This design comes from an exercise in tuning for small area and a short achievable clock period on the open sky130 flow, not from production work. Function was not checked in any run shown here: the RTL went through the layout flow alone.

==> flow/design.v (outline; a module is shown in full before it is edited, if it fits) <==
// module fir: 1361 lines
// module fir_fa: 3 lines
// module fir_ha: 3 lines
module fir(
	input			clk_100k,
	input			rst_n,
	input 	signed [8:0]	samp_in,
	output 	signed [8:0]	fir_out
);
  // ...
==> flow/flow/run.sh <==
#!/bin/bash
# The standard layout (standard.sh), with repair_timing asked to keep a setup margin:
# the constraints are unchanged, the margin only makes the timing repair work harder.
set -euo pipefail
MARGIN=${MARGIN:-11}
sed "s|\"\${@:-finish}\"|SETUP_SLACK_MARGIN=$MARGIN \"\${@:-finish}\"|" standard.sh > margin.sh
grep -q "SETUP_SLACK_MARGIN=$MARGIN" margin.sh
bash margin.sh > layout.log 2>&1
==> flow/standard.sh <==
#!/bin/bash
# synth_recipe.tcl (not shown) runs the flow's synth.tcl, then flattens the netlist and writes it again
# the make line also repeats each setting of config.mk as NAME=value (left out here)
make -C /OpenROAD-flow-scripts/flow DESIGN_CONFIG=/design/flow/config.mk WORK_HOME=/design/flow/orfs CLKGATE_MAP_FILE= SYNTH_SCRIPT=/design/flow/synth_recipe.tcl "${@:-finish}"
==> flow/config.mk <==
export PLATFORM = sky130hd
export DESIGN_NAME = fir
export DESIGN_NICKNAME = fir
export VERILOG_FILES = /design/flow/design.v
export SDC_FILE = /design/flow/constraint.sdc
export NUM_CORES = 4
export LEC_CHECK = 0
export CAP_MARGIN = 20
export CORE_MARGIN = 2
export CORE_UTILIZATION = 65
export CTS_BUF_LIST = sky130_fd_sc_hd__clkbuf_8 sky130_fd_sc_hd__clkbuf_16
export CTS_CLUSTER_DIAMETER = 80
export CTS_CLUSTER_SIZE = 30
export SLEW_MARGIN = 20
export SYNTH_HIERARCHICAL = 1
export SYNTH_MINIMUM_KEEP_SIZE = 0
==> flow/constraint.sdc <==
create_clock -name core_clock -period 16.0 [get_ports {clk_100k}]
set_input_delay 3.2000 -clock core_clock [delete_from_list [all_inputs] [get_ports {clk_100k}]]
set_output_delay 3.2000 -clock core_clock [all_outputs]
set_load 0.01 [all_outputs]
==> results.ini, run 1 <==
[outcome]
status=timing/DRC/antenna clean

[synthesis]
synthSimpleGateAreaFrac=0.0239

[finish]
n_all_buffers=209
final_core_util=0.793
multi_input_cells=1106
num_antenna_cells=0

[cts]
cts_root_buf=clkbuf_16
clk_pin_slew_ns=0.11
clockBufferDepth=3

[setup_path]
required_ns=16.40
reg2reg_setup_slack_ns=10.56
crit_buf_inv=6
path_class=reg2reg

[die]
io_pins=20
dieArea_um2=36700

[worst_hold_path]
hp-class=reg2reg

[sta]
rsz0062_at_grt=true
fmax_mhz=184
hold-worst-slack_ns=0.359

[global_routing]
track_usage=0.344
top_usage_layer=met2

[route]
vias=13700

==> run 2: changes to the inputs <==
--- a/flow/design.v
+++ b/flow/design.v
@@ -1053,31 +1053,31 @@
 assign {h0_19_c, h0_19_s} = 1'b0 + rq1_16_0 + rq1_16_1;
 wire h0_20_s, h0_20_c;
 fir_fa h0_20_fa ({~x0[6]}, h0_17_c, h0_19_s, h0_20_s, h0_20_c);
 wire h0_21_s, h0_21_c;
 assign {h0_21_c, h0_21_s} = 1'b0 + rq1_17_0 + rq1_17_1;
 wire h0_22_s, h0_22_c;
 fir_fa h0_22_fa ({~x0[7]}, h0_19_c, h0_21_s, h0_22_s, h0_22_c);
 wire h0_23_s, h0_23_c;
-fir_fa h0_23_fa (x0[8], {~rq1_18_0}, rq1_18_1, h0_23_s, h0_23_c);
+assign {h0_23_c, h0_23_s} = 1'b0 + x0[8] + rq1_18_1;
 wire h0_24_s, h0_24_c;
-fir_ha h0_24_ha ({~h0_21_c}, {~h0_23_s}, h0_24_s, h0_24_c);
+fir_fa h0_24_fa ({~rq1_18_0}, h0_21_c, h0_23_s, h0_24_s, h0_24_c);
 wire h0_25_s, h0_25_c;
-assign {h0_25_c, h0_25_s} = 1'b1 + rq1_19_0 + {~h0_23_c};
+fir_ha h0_25_ha (rq1_19_0, {~h0_23_c}, h0_25_s, h0_25_c);
 wire h0_26_s, h0_26_c;
 assign {h0_26_c, h0_26_s} = 1'b1 + {~rq1_20_0} + rq1_20_1;
 wire h0_27_s, h0_27_c;
 assign {h0_27_c, h0_27_s} = 1'b1 + rq1_21_0 + {~rq1_21_1};
 wire h0_28_s, h0_28_c;
 assign {h0_28_c, h0_28_s} = 1'b1 + rq1_22_0 + rq1_22_1;
 wire h0_29_s, h0_29_c;
 assign {h0_29_c, h0_29_s} = 1'b1 + rq1_23_0 + rq1_23_1;
 wire h0_30_s = 1'b1 ^ rq1_24_0 ^ h0_29_c;
-wire [24:0] e0 = {h0_30_s, h0_28_c, h0_27_c, h0_26_c, h0_26_s, h0_24_c, h0_24_s, {~h0_20_c}, h0_18_c, h0_16_c, h0_14_c, h0_12_c, {~h0_10_c}, {~h0_10_s}, {~h0_7_c}, {~h0_6_c}, {~h0_6_s}, h0_5_s, h0_4_s, h0_2_c, h0_2_s, rq1_3_0, rq1_2_0, rq1_1_0, rq1_0_0} + {1'b0, h0_29_s, h0_28_s, h0_27_s, h0_25_c, h0_25_s, {~h0_22_c}, {~h0_22_s}, {~h0_20_s}, h0_18_s, h0_16_s, h0_14_s, h0_12_s, 1'b0, {~h0_8_s}, {~h0_7_s}, h0_5_c, 1'b0, {~h0_3_c}, {~h0_3_s}, {~h0_1_c}, {~h0_1_s}, 1'b0, 1'b0, rq1_0_1};
+wire [24:0] e0 = {h0_30_s, h0_28_c, h0_27_c, h0_26_c, h0_26_s, h0_25_s, {~h0_22_c}, {~h0_20_c}, h0_18_c, h0_16_c, h0_14_c, h0_12_c, {~h0_10_c}, {~h0_10_s}, {~h0_7_c}, {~h0_6_c}, {~h0_6_s}, h0_5_s, h0_4_s, h0_2_c, h0_2_s, rq1_3_0, rq1_2_0, rq1_1_0, rq1_0_0} + {1'b0, h0_29_s, h0_28_s, h0_27_s, h0_25_c, {~h0_24_c}, {~h0_24_s}, {~h0_22_s}, {~h0_20_s}, h0_18_s, h0_16_s, h0_14_s, h0_12_s, 1'b0, {~h0_8_s}, {~h0_7_s}, h0_5_c, 1'b0, {~h0_3_c}, {~h0_3_s}, {~h0_1_c}, {~h0_1_s}, 1'b0, 1'b0, rq1_0_1};
 reg [13:0] tl;
 always @* begin
 	case (samp_in[3:0])
 	4'd0: tl = 14'd0;
 	4'd1: tl = 14'd786;
 	4'd2: tl = 14'd1572;
 	4'd3: tl = 14'd2358;
 	4'd4: tl = 14'd3144;
@@ -1092,93 +1092,82 @@
 	4'd13: tl = 14'd10218;
 	4'd14: tl = 14'd11004;
 	4'd15: tl = 14'd11790;
 	endcase
 end
 reg [14:0] th;
 always @* begin
 	case (samp_in[8:4])
-	5'd0: th = 15'd0;
-	5'd1: th = 15'd786;
-	5'd2: th = 15'd1572;
-	5'd3: th = 15'd2358;
-	5'd4: th = 15'd3144;
-	5'd5: th = 15'd3930;
-	5'd6: th = 15'd4716;
-	5'd7: th = 15'd5502;
-	5'd8: th = 15'd6288;
-	5'd9: th = 15'd7074;
-	5'd10: th = 15'd7860;
-	5'd11: th = 15'd8646;
-	5'd12: th = 15'd9432;
-	5'd13: th = 15'd10218;
-	5'd14: th = 15'd11004;
-	5'd15: th = 15'd11790;
-	5'd16: th = 15'd20192;
-	5'd17: th = 15'd20978;
-	5'd18: th = 15'd21764;
-	5'd19: th = 15'd22550;
-	5'd20: th = 15'd23336;
-	5'd21: th = 15'd24122;
-	5'd22: th = 15'd24908;
-	5'd23: th = 15'd25694;
-	5'd24: th = 15'd26480;
-	5'd25: th = 15'd27266;
-	5'd26: th = 15'd28052;
-	5'd27: th = 15'd28838;
-	5'd28: th = 15'd29624;
-	5'd29: th = 15'd30410;
-	5'd30: th = 15'd31196;
-	5'd31: th = 15'd31982;
+	5'd0: th = 15'd16384;
+	5'd1: th = 15'd17170;
+	5'd2: th = 15'd17956;
+	5'd3: th = 15'd18742;
+	5'd4: th = 15'd19528;
+	5'd5: th = 15'd20314;
+	5'd6: th = 15'd21100;
+	5'd7: th = 15'd21886;
+	5'd8: th = 15'd22672;
+	5'd9: th = 15'd23458;
+	5'd10: th = 15'd24244;
+	5'd11: th = 15'd25030;
+	5'd12: th = 15'd25816;
+	5'd13: th = 15'd26602;
+	5'd14: th = 15'd27388;
+	5'd15: th = 15'd28174;
+	5'd16: th = 15'd3808;
+	5'd17: th = 15'd4594;
+	5'd18: th = 15'd5380;
+	5'd19: th = 15'd6166;
+	5'd20: th = 15'd6952;
+	5'd21: th = 15'd7738;
+	5'd22: th = 15'd8524;
+	5'd23: th = 15'd9310;
+	5'd24: th = 15'd10096;
+	5'd25: th = 15'd10882;
+	5'd26: th = 15'd11668;
+	5'd27: th = 15'd12454;
+	5'd28: th = 15'd13240;
+	5'd29: th = 15'd14026;
+	5'd30: th = 15'd14812;
+	5'd31: th = 15'd15598;
 	endcase
 end
-wire g_1_s, g_1_c;
-fir_fa g_1_fa (e0[4], tl[4], th[0], g_1_s, g_1_c);
-wire g_2_s, g_2_c;
-fir_fa g_2_fa (e0[5], tl[5], th[1], g_2_s, g_2_c);
-wire g_3_s, g_3_c;
-fir_fa g_3_fa (e0[6], tl[6], th[2], g_3_s, g_3_c);
 wire g_4_s, g_4_c;
-fir_fa g_4_fa (e0[7], tl[7], th[3], g_4_s, g_4_c);
+fir_fa g_4_fa (e0[4], tl[4], th[0], g_4_s, g_4_c);
 wire g_5_s, g_5_c;
-fir_fa g_5_fa (e0[8], tl[8], th[4], g_5_s, g_5_c);
+fir_fa g_5_fa (e0[5], tl[5], th[1], g_5_s, g_5_c);
 wire g_6_s, g_6_c;
-fir_fa g_6_fa (e0[9], tl[9], th[5], g_6_s, g_6_c);
+fir_fa g_6_fa (e0[6], tl[6], th[2], g_6_s, g_6_c);
 wire g_7_s, g_7_c;
-fir_fa g_7_fa (e0[10], tl[10], th[6], g_7_s, g_7_c);
+fir_fa g_7_fa (e0[7], tl[7], th[3], g_7_s, g_7_c);
 wire g_8_s, g_8_c;
-fir_fa g_8_fa (e0[11], tl[11], th[7], g_8_s, g_8_c);
+fir_fa g_8_fa (e0[8], tl[8], th[4], g_8_s, g_8_c);
 wire g_9_s, g_9_c;
-fir_fa g_9_fa (e0[12], tl[12], th[8], g_9_s, g_9_c);
+fir_fa g_9_fa (e0[9], tl[9], th[5], g_9_s, g_9_c);
 wire g_10_s, g_10_c;
-fir_fa g_10_fa (e0[13], tl[13], th[9], g_10_s, g_10_c);
+fir_fa g_10_fa (e0[10], tl[10], th[6], g_10_s, g_10_c);
 wire g_11_s, g_11_c;
-fir_ha g_11_ha (e0[14], th[10], g_11_s, g_11_c);
+fir_fa g_11_fa (e0[11], tl[11], th[7], g_11_s, g_11_c);
 wire g_12_s, g_12_c;
-fir_fa g_12_fa (e0[15], th[11], g_11_c, g_12_s, g_12_c);
+fir_fa g_12_fa (e0[12], tl[12], th[8], g_12_s, g_12_c);
 wire g_13_s, g_13_c;
-fir_ha g_13_ha (e0[16], th[12], g_13_s, g_13_c);
+fir_fa g_13_fa (e0[13], tl[13], th[9], g_13_s, g_13_c);
 wire g_14_s, g_14_c;
-fir_fa g_14_fa (e0[17], th[13], g_13_c, g_14_s, g_14_c);
+fir_ha g_14_ha (e0[14], th[10], g_14_s, g_14_c);
 wire g_15_s, g_15_c;
-assign {g_15_c, g_15_s} = 1'b1 + e0[18] + {~th[14]};
+fir_ha g_15_ha (e0[15], th[11], g_15_s, g_15_c);
 wire g_16_s, g_16_c;
-assign {g_16_c, g_16_s} = 1'b1 + e0[19];
+fir_ha g_16_ha (e0[16], th[12], g_16_s, g_16_c);
 wire g_17_s, g_17_c;
-assign {g_17_c, g_17_s} = 1'b1 + e0[20] + g_16_c;
+fir_ha g_17_ha (e0[17], th[13], g_17_s, g_17_c);
 wire g_18_s, g_18_c;
-assign {g_18_c, g_18_s} = 1'b1 + e0[21];
-wire g_19_s, g_19_c;
-assign {g_19_c, g_19_s} = 1'b1 + e0[22] + g_18_c;
-wire g_20_s, g_20_c;
-assign {g_20_c, g_20_s} = 1'b1 + e0[23];
-wire g_21_s = 1'b1 ^ e0[24] ^ g_20_c;
-wire [24:0] fa = {g_21_s, g_20_s, g_19_s, g_18_s, g_17_s, g_16_s, g_15_s, g_14_s, g_13_s, g_12_s, g_11_s, g_9_c, g_8_c, g_7_c, g_6_c, g_5_c, g_4_c, g_3_c, g_2_c, g_1_c, g_1_s, e0[3], e0[2], e0[1], e0[0]};
-wire [24:0] fb = {1'b0, g_19_c, 1'b0, g_17_c, 1'b0, g_15_c, g_14_c, 1'b0, g_12_c, 1'b0, g_10_c, g_10_s, g_9_s, g_8_s, g_7_s, g_6_s, g_5_s, g_4_s, g_3_s, g_2_s, 1'b0, tl[3], tl[2], tl[1], tl[0]};
+fir_ha g_18_ha (e0[18], th[14], g_18_s, g_18_c);
+wire [24:0] fa = {e0[24], e0[23], e0[22], e0[21], e0[20], e0[19], g_18_s, g_17_s, g_16_s, g_15_s, g_14_s, g_13_s, g_12_s, g_11_s, g_10_s, g_9_s, g_8_s, g_7_s, g_6_s, g_5_s, g_4_s, e0[3], e0[2], e0[1], e0[0]};
+wire [24:0] fb = {1'b0, 1'b0, 1'b0, 1'b0, 1'b0, g_18_c, g_17_c, g_16_c, g_15_c, g_14_c, g_13_c, g_12_c, g_11_c, g_10_c, g_9_c, g_8_c, g_7_c, g_6_c, g_5_c, g_4_c, 1'b0, tl[3], tl[2], tl[1], tl[0]};
 wire [16:0] lo = {1'b0, fa[15:0]} + {1'b0, fb[15:0]};
 wire [8:0] hs = fa[24:16] + fb[24:16];
 reg [8:0] oh;
 reg oc;
 always @(posedge clk_100k or negedge rst_n) begin
 	if (!rst_n) begin
 		x0 <= 9'd0; x1 <= 9'd0; x2 <= 9'd0; x3 <= 9'd0; x4 <= 9'd0; x5 <= 9'd0; x6 <= 9'd0; x7 <= 9'd0; x8 <= 9'd0; x9 <= 9'd0; x10 <= 9'd0; x11 <= 9'd0; x12 <= 9'd0; x13 <= 9'd0; x14 <= 9'd0; x15 <= 9'd0; x16 <= 9'd0; x17 <= 9'd0;
 		rq2_0_0 <= 1'b0;
==> flow/config.mk (replaced) <==
export PLATFORM = sky130hd
export DESIGN_NAME = fir
export DESIGN_NICKNAME = fir
export VERILOG_FILES = /design/flow/design.v
export SDC_FILE = /design/flow/constraint.sdc
export NUM_CORES = 4
export LEC_CHECK = 0
export CAP_MARGIN = 20
export CORE_MARGIN = 2
export CORE_UTILIZATION = 65
export CTS_BUF_LIST = sky130_fd_sc_hd__clkbuf_8 sky130_fd_sc_hd__clkbuf_16
export CTS_CLUSTER_DIAMETER = 60
export CTS_CLUSTER_SIZE = 20
export SLEW_MARGIN = 20
export SYNTH_HIERARCHICAL = 1
export SYNTH_MINIMUM_KEEP_SIZE = 0
==> run 2 against run 1 <==
Still clean. Largest cell class unchanged. Worst setup slack worse by 0.068 ns. Critical path type unchanged. Utilization is 1.3 points lower.
==> results.ini, run 2 <==
[outcome]
status=timing/DRC/antenna clean  ; unchanged

[global_routing]
grt_pass1_vias=15800  ; about the same
grt_overflow=0  ; unchanged
antenna_found_initial=2  ; was 0
track_usage=0.340  ; was 0.344
grt_pass1_wl_mm=90.1  ; was 90.5 mm
grt_max_degree=125  ; was 124

[setup_path]
critPathMostFrequentCell=fa_2  ; unchanged
cp_top_family=adder cells  ; unchanged
arrival_ns=6.02  ; was 5.84 ns
critPathSlowestCell=xnor2_1  ; was fa_1
path_class=reg2reg  ; unchanged
crit_buf_inv=2  ; was 6
path_max_fanout=5  ; was 4
path_cells=ha_1 > inv_1 > nor2_1 > nor2_1 > xnor2_1 > fa_1 > fa_1 > fa_1 > fa_2 > inv_2 > fa_2 > fa_2 > fa_2  ; was ha_4 > inv_2 > fa_2 > inv_2 > a21oi_2 > o21bai_2 > a21oi_2 > o21bai_2 > a21o_1 > a21oi_4 > xnor2_4 > buf_4 > buf_6 > buf_6 > fa_2 > fa_2 > fa_2 > fa_1 > inv_1 > fa_1 > ha_2 > fa_1
critical_path.max_stage_delay_ns=0.87  ; was 0.49 ns
worst_setup_path_end_kind=flop  ; unchanged
required_ns=16.50  ; was 16.40 ns
crit_path_start_kind=flop  ; unchanged

[sta]
fin_setup_tns_ns=0  ; unchanged
timing_hold_violations_final=0  ; unchanged
period_minus_slack_ns=5.51  ; was 5.44 ns
fin_crit_sh=0.345  ; was 0.340
worst_pin_slew_ns=1.13  ; was 1.36 ns
finClkSkew_ns=0.0192  ; was 0.0645 ns
fmax_mhz=181  ; was 184 MHz
rsz0062_at_grt=true  ; unchanged
setup_viol=0  ; unchanged
relSlewSlack=0.243  ; was 0.0689
hold-worst-slack_ns=0.349  ; was 0.359 ns
slew_viol_final=0  ; unchanged
setup_slack_ns=10.49  ; was 10.56 ns

[route]
vias=13700  ; about the same
viasPerCell=5.73  ; was 5.68
wl_per_cell_um=24.8  ; was 24.7 um
firstDrtPassIters=5  ; unchanged
wirelength_mm=59.3  ; was 59.5 mm
drc=0  ; unchanged
drtIter0Drc=855  ; was 628
ant_nets=0  ; unchanged

[synthesis]
ys_seq_area_frac=0.282  ; was 0.283
synth.avg_cell_area_um2=13.3  ; about the same
synth_area_leaders=fa_1, dfrtp_1, ha_1, inv_1, dfstp_2  ; unchanged
yosys.area.top_type_share=0.433  ; was 0.435
synth_cell_type_count=58  ; was 59
yosys.cell_count.top_type=fa_1  ; unchanged
ys.flop_type=dfrtp_1  ; unchanged
ys_warn_count=7  ; unchanged
syn_inst=1729  ; was 1717
async_flop_share=1.00  ; unchanged
synth_common_cells=fa_1, inv_1, dfrtp_1  ; unchanged
yosysTopAreaCell=fa_1  ; unchanged
syn_area_um2=22900  ; about the same
ys_ff_latch=257  ; unchanged
synth-edff-count=0  ; unchanged
syn_nets=2416  ; was 2405

[finish]
area_growth_pct=18.0  ; was 20.0%
num_antenna_cells=0  ; unchanged
final_common_cell=fa_1  ; unchanged
fillCellCount=1966  ; was 1917
most-common-layout-cells=fa_1, inv_1, dfrtp_1  ; unchanged
finalNonFillerCells=2394  ; was 2406
drive_gt1_frac=0.286  ; was 0.306
finalInstanceArea_um2=27000  ; was 27500 um^2
nets=2606  ; was 2627

[place]
post-place-cells=2222  ; was 2214
gp_congestion=1.01  ; was 0.978
dp_slack_ns=9.23  ; was 9.27 ns
port_buffers=19  ; unchanged
placed_cell_area_um2=24100  ; was 24200 um^2
dp_hpwl_mm=44.9  ; was 44.0 mm

[run]
maxCapViolations=0  ; unchanged

[die]
dieArea_um2=36800  ; was 36700 um^2
start_util=0.662  ; was 0.661
io_pins=20  ; unchanged
dieHeight_um=192  ; about the same
dieWidth_um=192  ; about the same
rows=68  ; unchanged
coreArea_um2=34600  ; unchanged

[cts]
cts_made_buffers=27  ; was 18
cts_sinks=257  ; unchanged
cts-hold-fix-buffers=0  ; unchanged
cts_tree=yes  ; unchanged
cts_root_buf=clkbuf_16  ; unchanged
clk_pin_slew_ns=0.08  ; was 0.11 ns
h-tree-depth=1  ; unchanged
clk_latency_ns=0.58  ; was 0.57 ns
clockBufferDepth=3  ; unchanged

[worst_hold_path]
hp-class=reg2reg  ; unchanged

run 2: cell count changes after synthesis, sizes merged, moves of 4 or more:
| cell | change |
|---|---|
| a21o | -8 |
| and2 | -4 |
| o21ai | +7 |
| o21bai | +5 |
| nor2 | +12 |
| nor3 | +5 |
| xor2 | +4 |
run 2: kinds of logic (layout without fill, tap and decap cells):
family	after synthesis	count (layout)	share of synthesized area
buffers and inverters	358	568	0.0588
flip-flops	257	257	0.282
multiplexers	9	9	0.00415
AND/OR/NAND/NOR	120	120	0.0251
XOR/XNOR	101	101	0.0389
AO/OA/AOI/OAI	207	207	0.0587
other	1	1	0.000164
adder cells (fa/ha/maj)	676	676	0.532
run 2: final timing paths:
path | from | slack [ns] | end | cells after the start
worst max-delay path | x16[3] | 10.49 | rq1_11_0 | 13
worst min-delay path | x12[2] | 0.35 | x13[2] | 0
worst max register to register | x16[3] | 10.49 | rq1_11_0 | 13
worst min register to register | x12[2] | 0.35 | x13[2] | 0
max in group asynchronous | rst_n | 11.75 | x16[1] | 2
min in group asynchronous | rst_n | 2.75 | oh[8] | 1
run 2: final cells by class:
type | count | area (um^2) | share of cell area
inverters | 347 | 1310 | 0.0483
multi-input cells | 1114 | 16300 | 0.602
flip-flops and latches | 257 | 6480 | 0.240
clock inverters | 20 | 235 | 0.00870
well taps | 455 | 569 | 0.0211
clock buffers | 29 | 703 | 0.0260
repair buffers | 172 | 1470 | 0.0544
run 2: Yosys stat by module (local to each module, per instance):
| module | copies in the design | flops+latches | cells | area [um^2] |
|---|---|---|---|---|
| fir_ha | 17 | 0 | 1 | 12.5 |
| fir | 1 | 257 | 1225 | 12900 |
| fir_fa | 487 | 0 | 1 | 20.0 |
run 2: repair_timing:
| item | in CTS | in global routing |
|---|---|---|
| endpoints found under the setup margin | 78 | 60 |
| buffers inserted | 87 | 35 |
| gates resized for setup | 308 | 62 |
| pin swaps | 129 | 76 |
run 2: through the flow:
stage	utilization
2_1_floorplan	-
3_3_place_gp	0.697
3_5_place_dp	0.697
4_1_cts	0.768
5_1_grt	0.780
6_report	0.780
run 2: metal layers:
metal  track usage  routed length, um
met1         0.409              21900
met2         0.603              31200
met3        0.0506               2610
met4         0.170               3630
met5             0                  0

## separate check: timing with driven ports
Ports are ideal in the flow. The routed layouts listed here were re-timed in OpenROAD. Step 1, drivers: a clkbuf_16 drives clk_100k and a buf_2 each remaining input, both assumed. Step 2 times the ports against the registers' clock, not the clock port: input delays grow and output delays shrink by t, the midpoint of the rising clock arrivals with the driver on. Slacks: ideal / step 1 / step 2; pairs: ideal / step 1.
run	t (ns)	setup WS [ns]	worst setup path after step 2	latest minus earliest clock arrival (ns)
run 1	0.599	10.555 / 10.555 / 10.236	input to register	0.067 / 0.067
run 2	0.621	10.488 / 10.488 / 10.288	input to register	0.019 / 0.019
After both steps setup and hold are still met in every run listed. For run 1, which loses most, drivers alone change the setup slack by 0.000 ns; drivers and shift together by -0.319 ns.
